What follows belongs to an exercise in optimizing a design on an open flow for small area, a short achievable clock period and few clock cycles; a production flow would make more cautious choices. The RTL was checked by simulation tests, not by an equivalence proof against the original design. No activity file was given, so power comes from the tool's default toggle rates.

== run A ==
Design mulDiv, start of the top module:
module mulDiv(clk, rst_n, valid, ready, mode, in_A, in_B, out);
    input         clk, rst_n;
    input         valid, mode;  
    output        ready;
    input  [31:0] in_A, in_B;
    output [63:0] out;
    function [4:0] lzc32;
        input [31:0] x;
        reg   [15:0] v1;           
        reg   [15:0] p1;           
        reg   [7:0]  v2;
        reg   [15:0] p2;           
        reg   [3:0]  v3;
        reg   [11:0] p3;           
        reg   [1:0]  v4;
        reg   [7:0]  p4;           
        integer i;
        begin
            for (i = 0; i < 16; i = i + 1) begin
                v1[i] = x[2*i+1] | x[2*i];
                p1[i] = ~x[2*i+1];
            end
            for (i = 0; i < 8; i = i + 1) begin
                v2[i] = v1[2*i+1] | v1[2*i];
                p2[2*i+1]   = ~v1[2*i+1];
                p2[2*i]     = v1[2*i+1] ? p1[2*i+1] : p1[2*i];
            end
            for (i = 0; i < 4; i = i + 1) begin
                v3[i] = v2[2*i+1] | v2[2*i];
                p3[3*i+2]   = ~v2[2*i+1];
                p3[3*i+:2]  = v2[2*i+1] ? p2[2*(2*i+1)+:2] : p2[2*(2*i)+:2];
            end
            for (i = 0; i < 2; i = i + 1) begin
                v4[i] = v3[2*i+1] | v3[2*i];
                p4[4*i+3]   = ~v3[2*i+1];
                p4[4*i+:3]  = v3[2*i+1] ? p3[3*(2*i+1)+:3] : p3[3*(2*i)+:3];
            end
            lzc32[4]   = ~v4[1];
            lzc32[3:0] = v4[1] ? p4[7:4] : p4[3:0];
        end
    endfunction
    function [31:0] below_msb;
        input [31:0] x;
        integer i;
        begin
            below_msb[31] = x[31];
            for (i = 30; i >= 0; i = i - 1)
                below_msb[i] = below_msb[i+1] | x[i];
        end
    endfunction
    function [31:0] inc32;
        input [31:0] x;
        input        ci;
        input [1:0]  k;
        reg   [31:0] q;            
        reg   [31:0] pa;           
        reg   [31:0] cy;
        integer i, l;
        begin
            for (i = 0; i < 32; i = i + 1)
                q[i] = x[i] | (i < k);
            pa = q;
  ...
Size: ~1900 cells after synthesis, ~130 flip-flops, roughly 14000 sq um of cells after synthesis.
export LEC_CHECK = 0
export CAP_MARGIN = 20
export CORE_MARGIN = 2
export CORE_UTILIZATION = 50
export PLACE_DENSITY = 0.7
export SLEW_MARGIN = 20
create_clock -name core_clock -period 5.0 [get_ports {clk}]
standard.sh (not shown) runs the stock make flow with config.mk's settings and CLKGATE_MAP_FILE= SYNTH_SCRIPT=/design/flow/synth_recipe.tcl, a recipe that flattens the netlist after the stock synthesis.
==> flow/flow/run.sh <==
#!/bin/bash
# Own layout flow: the standard ORFS flow (standard.sh: unchanged
# synthesis, floorplan, placement, CTS, routing and finishing steps) with two
# changes:
#  - the input and output ports are buffered with sky130_fd_sc_hd__buf_1
#    instead of the cell buffer_ports picks by default;
#  - the setup-slack margin that timing repair aims for is 1.8 ns up to and
#    including CTS, and 1.2 ns for the repair after global routing, so that
#    the post-route repair only fixes what global-route parasitics break
#    instead of upsizing many paths for a few ps.
# Each make run's full output goes to its own log file in this folder
# (make_cts.log, make_finish.log); ORFS keeps each step's log in orfs/logs/.
set -euo pipefail
export BUFFER_PORTS_ARGS="-buffer_cell sky130_fd_sc_hd__buf_1"
SETUP_SLACK_MARGIN=1.8 bash standard.sh cts > make_cts.log 2>&1
SETUP_SLACK_MARGIN=1.2 bash standard.sh > make_finish.log 2>&1
Testbench counts of run A, summed over its fixed seeds: cycles 13,418.
Edits applied to the flow inputs when going from run A to run B:
- changing CAP_MARGIN from 20 to 10
- changing SLEW_MARGIN from 20 to 10
--- a/flow/flow/run.sh
+++ b/flow/flow/run.sh
@@ -5,5 +5,5 @@
 #  - the input and output ports are buffered with sky130_fd_sc_hd__buf_1
 #    instead of the cell buffer_ports picks by default;
-#  - the setup-slack margin that timing repair aims for is 1.8 ns up to and
+#  - the setup-slack margin that timing repair aims for is 1.7 ns up to and
 #    including CTS, and 1.2 ns for the repair after global routing, so that
 #    the post-route repair only fixes what global-route parasitics break
@@ -13,4 +13,4 @@
 set -euo pipefail
 export BUFFER_PORTS_ARGS="-buffer_cell sky130_fd_sc_hd__buf_1"
-SETUP_SLACK_MARGIN=1.8 bash standard.sh cts > make_cts.log 2>&1
+SETUP_SLACK_MARGIN=1.7 bash standard.sh cts > make_cts.log 2>&1
 SETUP_SLACK_MARGIN=1.2 bash standard.sh > make_finish.log 2>&1
--- outcome ---
Re detailed-router iteration count before antenna repair: no difference whatsoever between run B and run A. Status: total power consumption of the routed design parity (run B, run A). Global-route usage on run B is down relative to run A.
diff inputs: run B => run C
- putting SETUP_SLACK_MARGIN at 1.7 where nothing was set
- swapping 10 for 20 in SLEW_MARGIN
- putting ABC_AREA at 1 where nothing was set
- swapping 10 for 20 in CAP_MARGIN
==> flow/run.sh (new file) <==
#!/bin/bash
# synth_recipe.tcl (not shown) runs the flow's synth.tcl, then flattens the netlist and writes it again
# the make line also repeats each setting of config.mk as NAME=value (left out here)
make -C /OpenROAD-flow-scripts/flow DESIGN_CONFIG=/design/flow/config.mk WORK_HOME=/design/flow/orfs CLKGATE_MAP_FILE= SYNTH_SCRIPT=/design/flow/synth_recipe.tcl finish
removed: flow/flow/run.sh
removed: flow/standard.sh
Results
- ~same latest clock arrival within the worst-skew pair in run C and run B
- For run B, the main combinational cell family by area after synthesis was compound AO/OA/AOI/OAI gates, unlike run C, where it was simple AND/OR/NAND/NOR gates.
- Between run C and run B, the final-layout clock buffer total is higher for run C.
- Run B → run C: area enclosed by the die boundary grew by about 13%; power after layout grew by 0.00099 W.
Inputs modified between run C and run D:
- ABC_AREA removed (was 1)
- SETUP_SLACK_MARGIN removed (was 1.7)
==> flow/flow/run.sh (new file) <==
#!/bin/bash
# Own layout flow: the standard ORFS flow (standard.sh: unchanged
# synthesis, floorplan, placement, CTS, routing and finishing steps) with two
# changes:
#  - the input and output ports are buffered with sky130_fd_sc_hd__buf_1
#    instead of the cell buffer_ports picks by default;
#  - the setup-slack margin that timing repair aims for is 1.7 ns up to and
#    including CTS, and 1.4 ns for the repair after global routing, so that
#    the post-route repair only fixes what global-route parasitics break
#    instead of upsizing many paths for a few ps.
# Each make run's full output goes to its own log file in this folder
# (make_cts.log, make_finish.log); ORFS keeps each step's log in orfs/logs/.
set -euo pipefail
export BUFFER_PORTS_ARGS="-buffer_cell sky130_fd_sc_hd__buf_1"
SETUP_SLACK_MARGIN=1.7 bash standard.sh cts > make_cts.log 2>&1
SETUP_SLACK_MARGIN=1.4 bash standard.sh > make_finish.log 2>&1
==> flow/standard.sh (new file) <==
#!/bin/bash
# synth_recipe.tcl (not shown) runs the flow's synth.tcl, then flattens the netlist and writes it again
# the make line also repeats each setting of config.mk as NAME=value (left out here)
make -C /OpenROAD-flow-scripts/flow DESIGN_CONFIG=/design/flow/config.mk WORK_HOME=/design/flow/orfs CLKGATE_MAP_FILE= SYNTH_SCRIPT=/design/flow/synth_recipe.tcl "${@:-finish}"
removed: flow/run.sh
## What came out
Run D finished every stage and its layout cleared the timing, design-rule and antenna checks. The slowest cell on the critical path comes out sky130_fd_sc_hd__fa_2 in one run and sky130_fd_sc_hd__fa_1 in the other, namely in run D and run C respectively. Where wire length is concerned, run C is outperformed by run D. Total track usage (lower): run D. The higher clock period minus worst slack came out of run D. Run D vs run C: vias per cell up. The area growth from synthesis to layout of run D falls short of that of run C by 0.65 points. In run D relative to run C, number of nets in the finished design had gone down by more than a quarter.

========
## alpha
Starting RTL as in the previous note.
Settings: LEC_CHECK=0, CAP_MARGIN=20, CORE_MARGIN=2, CORE_UTILIZATION=50, GPL_ROUTABILITY_DRIVEN=0, PLACE_DENSITY=0.7, SLEW_MARGIN=20; clock period 5.0 ns.
==> flow/flow/run.sh <==
#!/bin/bash
# Own layout flow: the standard ORFS flow (standard.sh: unchanged
# synthesis, floorplan, placement, CTS, routing and finishing steps) with two
# changes:
#  - the input and output ports are buffered with sky130_fd_sc_hd__buf_1
#    instead of the cell buffer_ports picks by default;
#  - the setup-slack margin that timing repair aims for is 1.7 ns up to and
#    including CTS, and 1.2 ns for the repair after global routing, so that
#    the post-route repair only fixes what global-route parasitics break
#    instead of upsizing many paths for a few ps.
# Each make run's full output goes to its own log file in this folder
# (make_cts.log, make_finish.log); ORFS keeps each step's log in orfs/logs/.
set -euo pipefail
export BUFFER_PORTS_ARGS="-buffer_cell sky130_fd_sc_hd__buf_1"
SETUP_SLACK_MARGIN=1.7 bash standard.sh cts > make_cts.log 2>&1
SETUP_SLACK_MARGIN=1.2 bash standard.sh > make_finish.log 2>&1
In summary, alpha completed successfully, with a layout that passed the timing, design-rule and antenna checks.
Testbench counts of alpha, summed over its fixed seeds: cycles 13,418.
--- input diff alpha..beta ---
Settings: clearing GPL_ROUTABILITY_DRIVEN, which used to be 0; putting ABC_AREA at 1 where nothing was set.
==> flow/flow/run.sh <==
#!/bin/bash
# Own layout flow: the standard ORFS flow (standard.sh: unchanged
# synthesis, floorplan, placement, CTS, routing and finishing steps) with
# three changes:
#  - the input and output ports are buffered with sky130_fd_sc_hd__buf_1
#    instead of the cell buffer_ports picks by default;
#  - clock tree synthesis runs with ORFS's default arguments plus
#    -dont_use_dummy_load (no dummy load cells on the clock tree);
#  - the setup-slack margin that timing repair aims for is 1.8 ns up to and
#    including CTS, and 1.4 ns for the repair after global routing, so that
#    the post-route repair only fixes what global-route parasitics break
#    instead of upsizing many paths for a few ps.
# Each make run's full output goes to its own log file in this folder
# (make_cts.log, make_finish.log); ORFS keeps each step's log in orfs/logs/.
set -euo pipefail
export BUFFER_PORTS_ARGS="-buffer_cell sky130_fd_sc_hd__buf_1"
export CTS_ARGS="-sink_clustering_enable -repair_clock_nets -dont_use_dummy_load"
SETUP_SLACK_MARGIN=1.8 bash standard.sh cts > make_cts.log 2>&1
SETUP_SLACK_MARGIN=1.4 bash standard.sh > make_finish.log 2>&1
--- outcome ---
Synthesized cell count ends up higher on beta.
Final non-filler cell total on beta is up relative to alpha.
Higher layout clock buffer count was reported by alpha, not beta.
Of alpha and beta, the higher signed area change from the synthesized netlist to the final layout belongs to alpha.
Comparing alpha against beta, there is no change at all in number of sequential cells in the layout.
The following lists how gamma was set up differently from beta:
Settings: ABC_AREA removed (was 1); CORE_UTILIZATION changed from 50 to 55; PLACE_DENSITY changed from 0.7 to 0.75.
==> flow/flow/run.sh <==
#!/bin/bash
# Own layout flow: the standard ORFS flow (standard.sh: unchanged
# synthesis, floorplan, placement, CTS, routing and finishing steps) with two
# changes:
#  - the input and output ports are buffered with sky130_fd_sc_hd__buf_1
#    instead of the cell buffer_ports picks by default;
#  - the setup-slack margin that timing repair aims for is 1.7 ns up to and
#    including CTS, and 1.2 ns for the repair after global routing, so that
#    the post-route repair only fixes what global-route parasitics break
#    instead of upsizing many paths for a few ps.
# Each make run's full output goes to its own log file in this folder
# (make_cts.log, make_finish.log); ORFS keeps each step's log in orfs/logs/.
set -euo pipefail
export BUFFER_PORTS_ARGS="-buffer_cell sky130_fd_sc_hd__buf_1"
SETUP_SLACK_MARGIN=1.7 bash standard.sh cts > make_cts.log 2>&1
SETUP_SLACK_MARGIN=1.2 bash standard.sh > make_finish.log 2>&1
--- outcome ---
Taking beta as the reference, in gamma critical path depth shrank by 8, total power shrank by 0.17 mW, fmax went down by 16 MHz, internal reg-to-reg setup slack dropped 0.19 ns, synthesized cell count now sits lower. Row synthesized area: gamma lower / beta higher. Overall global routing resource usage in gamma is 0.15 points below beta. Comparing beta and gamma, the higher detailed-route wire length was measured on beta. beta ended up with sky130_fd_sc_hd__nand2_1 as its leading cell type in the layout, fill and taps excluded; gamma ended up with sky130_fd_sc_hd__a21oi_1.
Inputs modified between gamma and delta:
Settings: putting ABC_AREA at 1 where nothing was set; swapping 0.75 for 0.7 in PLACE_DENSITY; swapping 55 for 50 in CORE_UTILIZATION.
==> flow/flow/run.sh <==
#!/bin/bash
# Own layout flow: the standard ORFS flow (standard.sh: unchanged
# synthesis, floorplan, placement, CTS, routing and finishing steps) with
# three changes:
#  - the input and output ports are buffered with sky130_fd_sc_hd__buf_1
#    instead of the cell buffer_ports picks by default;
#  - clock tree synthesis runs with ORFS's default arguments plus
#    -dont_use_dummy_load (no dummy load cells on the clock tree);
#  - the setup-slack margin that timing repair aims for is 1.9 ns up to and
#    including CTS, and 1.5 ns for the repair after global routing, so that
#    the post-route repair only fixes what global-route parasitics break
#    instead of upsizing many paths for a few ps.
# Each make run's full output goes to its own log file in this folder
# (make_cts.log, make_finish.log); ORFS keeps each step's log in orfs/logs/.
set -euo pipefail
export BUFFER_PORTS_ARGS="-buffer_cell sky130_fd_sc_hd__buf_1"
export CTS_ARGS="-sink_clustering_enable -repair_clock_nets -dont_use_dummy_load"
SETUP_SLACK_MARGIN=1.9 bash standard.sh cts > make_cts.log 2>&1
SETUP_SLACK_MARGIN=1.5 bash standard.sh > make_finish.log 2>&1
- Comparing delta and gamma, the lower data arrival time at the worst-slack endpoint was measured on delta.
- Summary of delta over gamma: final clock period utilization by the worst path down 5.4 points, upper clock frequency limit went up about 8%, growth of design area from synthesis to finish dropped 5.5 points, cell area rose about 8%.
- In delta, the share of the final layout cell area in sequential cells came out 1.3 points below the value in gamma.
- gamma ended up with Z[5]$_DFFE_PP_ as its launching element of the worst setup path; delta ended up with md$_DFFE_PP_.
The inputs of epsilon differ from those of delta as listed below.
Settings: ABC_AREA removed (was 1).
==> flow/flow/run.sh <==
#!/bin/bash
# Own layout flow: the standard ORFS flow (standard.sh: unchanged
# synthesis, floorplan, placement, CTS, routing and finishing steps) with two
# changes:
#  - the input and output ports are buffered with sky130_fd_sc_hd__buf_1
#    instead of the cell buffer_ports picks by default;
#  - the setup-slack margin that timing repair aims for is 1.6 ns up to and
#    including CTS, and 1.1 ns for the repair after global routing, so that
#    the post-route repair only fixes what global-route parasitics break
#    instead of upsizing many paths for a few ps.
# Each make run's full output goes to its own log file in this folder
# (make_cts.log, make_finish.log); ORFS keeps each step's log in orfs/logs/.
set -euo pipefail
export BUFFER_PORTS_ARGS="-buffer_cell sky130_fd_sc_hd__buf_1"
SETUP_SLACK_MARGIN=1.6 bash standard.sh cts > make_cts.log 2>&1
SETUP_SLACK_MARGIN=1.1 bash standard.sh > make_finish.log 2>&1
Results
delta reports its dominant combinational cell family by area after synthesis as simple AND/OR/NAND/NOR gates while epsilon reports compound AO/OA/AOI/OAI gates. Overall power after layout down about 8% in epsilon wrt delta. epsilon vs delta — post-route cell area dropped 8.6%. Re first-iteration DRC count: epsilon is 1325 down on delta. epsilon: met1 usage is 2.8 points lower than what delta reported. When epsilon is measured against delta, its number of signal-net buffers in the layout turns out 30 higher.

separate check: timing with driven ports:
Ports are ideal in the flow. The routed layouts listed here were re-timed in OpenROAD. Step 1 assumes that a clkbuf_16 drives the clock port and a buf_2 every other input. Step 2 adds t to the input delays and takes it off the output delays; t is the mean of the earliest and latest rising clock arrival at the registers after step 1. Input paths then give back, and output paths get back, about the clock's delay inside the block. Three values: ideal, step 1, step 2; two values: the first two.
run	t (ns)	setup slack, ns	hold WS [ns]	slew at the worst register clock pin (ns)	worst data-port slew with drivers (ns)
run A	0.498	1.352 / 1.352 / 1.352	0.423 / 0.394 / 0.561	0.08 / 0.08	0.04
run B	0.488	1.505 / 1.505 / 1.239	0.496 / 0.465 / 0.528	0.07 / 0.07	0.04
run C	0.498	1.706 / 1.706 / 1.294	0.601 / 0.601 / 0.601	0.07 / 0.07	0.07
run D	0.488	1.530 / 1.530 / 1.317	0.488 / 0.457 / 0.522	0.07 / 0.07	0.04
alpha	0.497	1.358 / 1.358 / 1.171	0.457 / 0.426 / 0.602	0.07 / 0.07	0.04
beta	0.492	1.643 / 1.643 / 1.574	0.499 / 0.468 / 0.614	0.07 / 0.07	0.07
gamma	0.496	1.449 / 1.449 / 1.270	0.453 / 0.425 / 0.511	0.07 / 0.07	0.04
delta	0.491	1.717 / 1.717 / 1.539	0.501 / 0.468 / 0.625	0.06 / 0.06	0.07
epsilon	0.496	1.416 / 1.416 / 1.416	0.473 / 0.458 / 0.572	0.07 / 0.07	0.04
After both steps every run listed still meets setup and hold. The setup slack of run C, which loses most, moves by 0.000 ns with the drivers and by -0.412 ns with both steps.
